This design comes from an exercise in tuning for small area and a short achievable clock period on the open sky130 flow, not from production work. In this exercise RTL edits were held to simulation tests only and were not proved equivalent to the original. No activity file was given, so power comes from the tool's default toggle rates.

// ex2_1
module ex2_1 (
  input               clk, rst, validi,
  input        [31:0] data_in,
  output logic        valido,
  output logic [31:0] data_out
);
export LEC_CHECK = 0
export CAP_MARGIN = 20
export CORE_MARGIN = 2
export CORE_UTILIZATION = 40
export SLEW_MARGIN = 20
export TNS_END_PERCENT = 5
create_clock -name core_clock -period 10.0 [get_ports {clk}]
standard.sh (not shown) runs the stock make flow with config.mk's settings and CLKGATE_MAP_FILE= SYNTH_SCRIPT=/design/flow/synth_recipe.tcl, a recipe that flattens the netlist after the stock synthesis.
==> flow/flow/run.sh <==
#!/bin/bash
# The standard layout (standard.sh), with repair_timing asked for a larger setup margin.
export SETUP_SLACK_MARGIN=5.5
bash standard.sh > standard.log 2>&1
Edit:
==> flow/run.sh (new file) <==
#!/bin/bash
# synth_recipe.tcl (not shown) runs the flow's synth.tcl, then flattens the netlist and writes it again
# the make line also repeats each setting of config.mk as NAME=value (left out here)
make -C /OpenROAD-flow-scripts/flow DESIGN_CONFIG=/design/flow/config.mk WORK_HOME=/design/flow/orfs CLKGATE_MAP_FILE= SYNTH_SCRIPT=/design/flow/synth_recipe.tcl finish
--- a/flow/config.mk
+++ b/flow/config.mk
@@ -10,0 +11 @@
+export SETUP_SLACK_MARGIN = 5
@@ -12 +13 @@
-export TNS_END_PERCENT = 5
+export SYNTH_HIERARCHICAL = 1
removed: flow/flow/run.sh
removed: flow/standard.sh
Result: Clock skew is about the same; area after synthesis is higher by about 4.7%; power is higher by about 8%.
Edit:
--- a/flow/config.mk
+++ b/flow/config.mk
@@ -13 +12,0 @@
-export SYNTH_HIERARCHICAL = 1
Result: The new run passed the timing, DRC and antenna checks. Clock skew is about the same. Final area went down by about 4.4%. Setup slack is worse by 140 ps. Via count went down by 3.8%. Register-to-register slack barely changes. Die area went down by 4.4%.
Edit:
--- a/flow/config.mk
+++ b/flow/config.mk
@@ -11 +11 @@
-export SETUP_SLACK_MARGIN = 5
+export SETUP_SLACK_MARGIN = 4.5
@@ -12,0 +13 @@
+export TNS_END_PERCENT = 5
The new run passed the timing, DRC and antenna checks; wire length goes down by about 1.3%; power went down by about 0.9%; via count is lower by 1.6%; clock skew is higher by 3.4 ps; cell area drops by about 2.4%.
Edit:
--- a/flow/config.mk
+++ b/flow/config.mk
@@ -11 +11 @@
-export SETUP_SLACK_MARGIN = 4.5
+export SETUP_SLACK_MARGIN = 5
Result: Sequential share of layout area came out lower by 0.16 points; power came out higher slightly; final area came out higher slightly; worst hold slack gets worse by 3.3 ps.

* * *

Another version of the RTL of ex2_1 (not shown whole).
Size: ~1,700 cells after synthesis, about 140 flip-flops.
Settings: LEC_CHECK=0, CAP_MARGIN=20, CORE_MARGIN=2, CORE_UTILIZATION=40, SLEW_MARGIN=20; clock period 10.0 ns.
run.sh (not shown) runs the stock make flow with config.mk's settings and CLKGATE_MAP_FILE= SYNTH_SCRIPT=/design/flow/synth_recipe.tcl, a recipe that flattens the netlist after the stock synthesis.
Stock flow here: none of the scripts above is used.
Edit:
==> flow/flow/run.sh (new file) <==
#!/bin/bash
# The standard layout (standard.sh), with repair_timing asked for a larger setup margin.
export SETUP_SLACK_MARGIN=6
bash standard.sh > standard.log 2>&1
==> flow/standard.sh (new file) <==
#!/bin/bash
# synth_recipe.tcl (not shown) runs the flow's synth.tcl, then flattens the netlist and writes it again
# the make line also repeats each setting of config.mk as NAME=value (left out here)
make -C /OpenROAD-flow-scripts/flow DESIGN_CONFIG=/design/flow/config.mk WORK_HOME=/design/flow/orfs CLKGATE_MAP_FILE= SYNTH_SCRIPT=/design/flow/synth_recipe.tcl "${@:-finish}"
removed: flow/run.sh
Result: Routed wire length grows by about a fifth; sequential power is higher by a few percent; non-clock buffer count rises by 93; die area is unchanged; maximum frequency increases by a quarter to a third; worst setup slack improved by 1400 ps; core utilization rises by 7.2 points.

* * *

== run 1 ==
ex2_1 with an RTL version that a note above also has.
Size: about 1,500 cells after synthesis, roughly 68 I/O pins, ~0.015 mm^2 of cells after synthesis.
clock: 10.0 ns
lec_check: 0
cap_margin: 20
core_margin: 2
core_utilization: 40
slew_margin: 20
tns_end_percent: 5
standard.sh (not shown) runs the stock make flow with config.mk's settings and CLKGATE_MAP_FILE= SYNTH_SCRIPT=/design/flow/synth_recipe.tcl, a recipe that flattens the netlist after the stock synthesis.
==> flow/flow/run.sh <==
#!/bin/bash
# The standard layout (standard.sh), with two changes:
#  - after the standard synthesis, fapol.py removes inverters between full-adder
#    cells by choosing the polarity each full adder computes in (a full adder is
#    self-dual); registers and everything else are left as synthesis made them;
#  - repair_timing is asked for a larger setup margin.
set -e
NET=$PWD/orfs/results/sky130hd/ex2_1/base/1_2_yosys.v
bash standard.sh $NET > synth.log 2>&1
cp $NET 1_2_yosys.orig.v
python3 flow/fapol.py 1_2_yosys.orig.v $NET > fapol.log 2>&1
export SETUP_SLACK_MARGIN=5.5
bash standard.sh > standard.log 2>&1
Other scripts of this flow, unchanged in this note and not shown: flow/flow/fapol.py
Run 1 finished end to end and its layout was clean on timing, DRC and antenna.
### run 1 -> run 2
diff --git a/flow/flow/run.sh b/flow/flow/run.sh
--- a/flow/flow/run.sh
+++ b/flow/flow/run.sh
@@ -5,0 +6 @@
+#  - port buffers start as the smallest buffer (repair sizes them up as needed);
@@ -12 +13,2 @@
-export SETUP_SLACK_MARGIN=5.5
+export SETUP_SLACK_MARGIN=5.8
+export BUFFER_PORTS_ARGS="-buffer_cell sky130_fd_sc_hd__buf_1"
[summary]
Cell area: run 2 lower than run 1. Looking at headroom to the max-slew limit across both flows, run 2 is the stronger of the two, with run 1 trailing. Looking at last element of the critical path, the data_out[31] result is from run 2; the data_out[30] one comes from run 1. Run 2 vs run 1 — maximum single-stage delay on the critical path dropped 0.12 ns. The core of run 2 is less densely filled than that of run 1. Delta (run 2 minus run 1): hold slack was more or less identical, sequential cell area in the final layout was more or less identical, register share of total power went up by 0.3 points, worst setup slack after layout went up by 0.086 ns.
Relative to run 2, the following input files were edited for run 3:
diff --git a/flow/flow/run.sh b/flow/flow/run.sh
--- a/flow/flow/run.sh
+++ b/flow/flow/run.sh
@@ -13,2 +13,2 @@
-export SETUP_SLACK_MARGIN=5.8
-export BUFFER_PORTS_ARGS="-buffer_cell sky130_fd_sc_hd__buf_1"
+export SETUP_SLACK_MARGIN=5.5
+export BUFFER_PORTS_ARGS="-buffer_cell sky130_fd_sc_hd__buf_2"
### Flow results
- Result: PASS for each of run 2 and run 3
- Run 3 vs. run 2: clock buffer count in the final layout went up by 2.
- Run 2 and run 3 ended up with nearly the same clock skew.
- Destination of the critical timing path: data_out[31] -> run 2, data_out[28] -> run 3
- The total non-filler cell area in the finished layout of run 2 and that of run 3 are within noise of each other.
- Relative to run 2, global-route met3 utilization has gone down in run 3.
- Compared with run 2, in run 3 global-route usage up 0.20 points; mean routed wirelength per cell shows an increase of 1.2%.
- Re total power after layout: run 2 and run 3 aren't equal, and the lower value belongs to run 2.
- Switching power as a share of total power in run 3 vs run 2: down 0.68 points
> inputs changed (run 3 -> run 4)
- TNS_END_PERCENT: 5 -> 20
diff --git a/flow/flow/run.sh b/flow/flow/run.sh
--- a/flow/flow/run.sh
+++ b/flow/flow/run.sh
@@ -14 +14 @@
-export BUFFER_PORTS_ARGS="-buffer_cell sky130_fd_sc_hd__buf_2"
+export BUFFER_PORTS_ARGS="-buffer_cell sky130_fd_sc_hd__buf_1"
### Flow results
Run 4 ran to completion and came out clean on the timing, DRC and antenna checks. Compared with run 3, final area in run 4 increased slightly. Count of inserted antenna diode cells delta for run 4 relative to run 3: 1 higher. Run 4 reports a lower iteration-0 DRC count of the detailed router than run 3 does. Looking at cell area after placement, run 4 sits below run 3. Going from run 3 to run 4, areal power density over the cells shrank slightly. On wire length after detailed routing, run 3 tracks run 4 almost exactly. Mean number of vias per cell (lower): run 3. Changes observed in run 4 relative to run 3: internal cell power dropped 0.071 mW; part of the cycle the worst path needs barely changed; power in sequential cells dropped about 2%; placed cell count barely changed.

what the ideal ports hide:
No port has a modelled driver above. Below, the same layouts with a new extraction and two added sets of constraints. Step 1 sets driving cells, clkbuf_16 on the clock port and buf_2 on the other inputs (assumed; they add their load-dependent delay and slew). Step 2 adds t to the input delays and takes it off the output delays; t is the mean of the earliest and latest rising clock arrival at the registers after step 1. Input paths then give back, and output paths get back, about the clock's delay inside the block. Three values: no drivers, after step 1, after step 2; two values: the first two.
run	t (ns)	slack for setup (ns)	worst hold slack (ns)	worst setup path after step 2	clock arrival spread, ns
the first run of note 1	0.503	4.839 / 4.785 / 4.782	0.376 / 0.376 / 0.376	input to register	0.011 / 0.010
the second run of note 1	0.504	4.906 / 4.853 / 4.642	0.370 / 0.370 / 0.370	input to register	0.011 / 0.012
the third run of note 1	0.504	4.763 / 4.711 / 4.648	0.376 / 0.376 / 0.376	input to register	0.011 / 0.011
the fourth run of note 1	0.503	4.292 / 4.237 / 4.573	0.379 / 0.379 / 0.379	input to register	0.014 / 0.014
the fifth run of note 1	0.503	4.748 / 4.696 / 4.584	0.376 / 0.376 / 0.376	input to register	0.014 / 0.014
the first run of note 2	0.496	3.537 / 3.483 / 3.979	0.374 / 0.374 / 0.374	register to output	0.011 / 0.011
the second run of note 2	0.511	4.928 / 4.870 / 5.073	0.381 / 0.381 / 0.381	input to register	0.016 / 0.016
run 1	0.496	4.796 / 4.743 / 4.759	0.376 / 0.376 / 0.376	input to register	0.012 / 0.012
run 2	0.502	4.882 / 4.828 / 5.075	0.375 / 0.375 / 0.375	register to register	0.011 / 0.010
run 3	0.502	4.913 / 4.860 / 4.921	0.378 / 0.378 / 0.378	register to register	0.009 / 0.009
run 4	0.503	4.915 / 4.860 / 5.080	0.375 / 0.375 / 0.375	register to register	0.009 / 0.010
After both steps setup and hold are still met in every run listed. For the second run of note 1, which loses most, drivers alone change the setup slack by -0.053 ns; drivers and shift together by -0.264 ns.
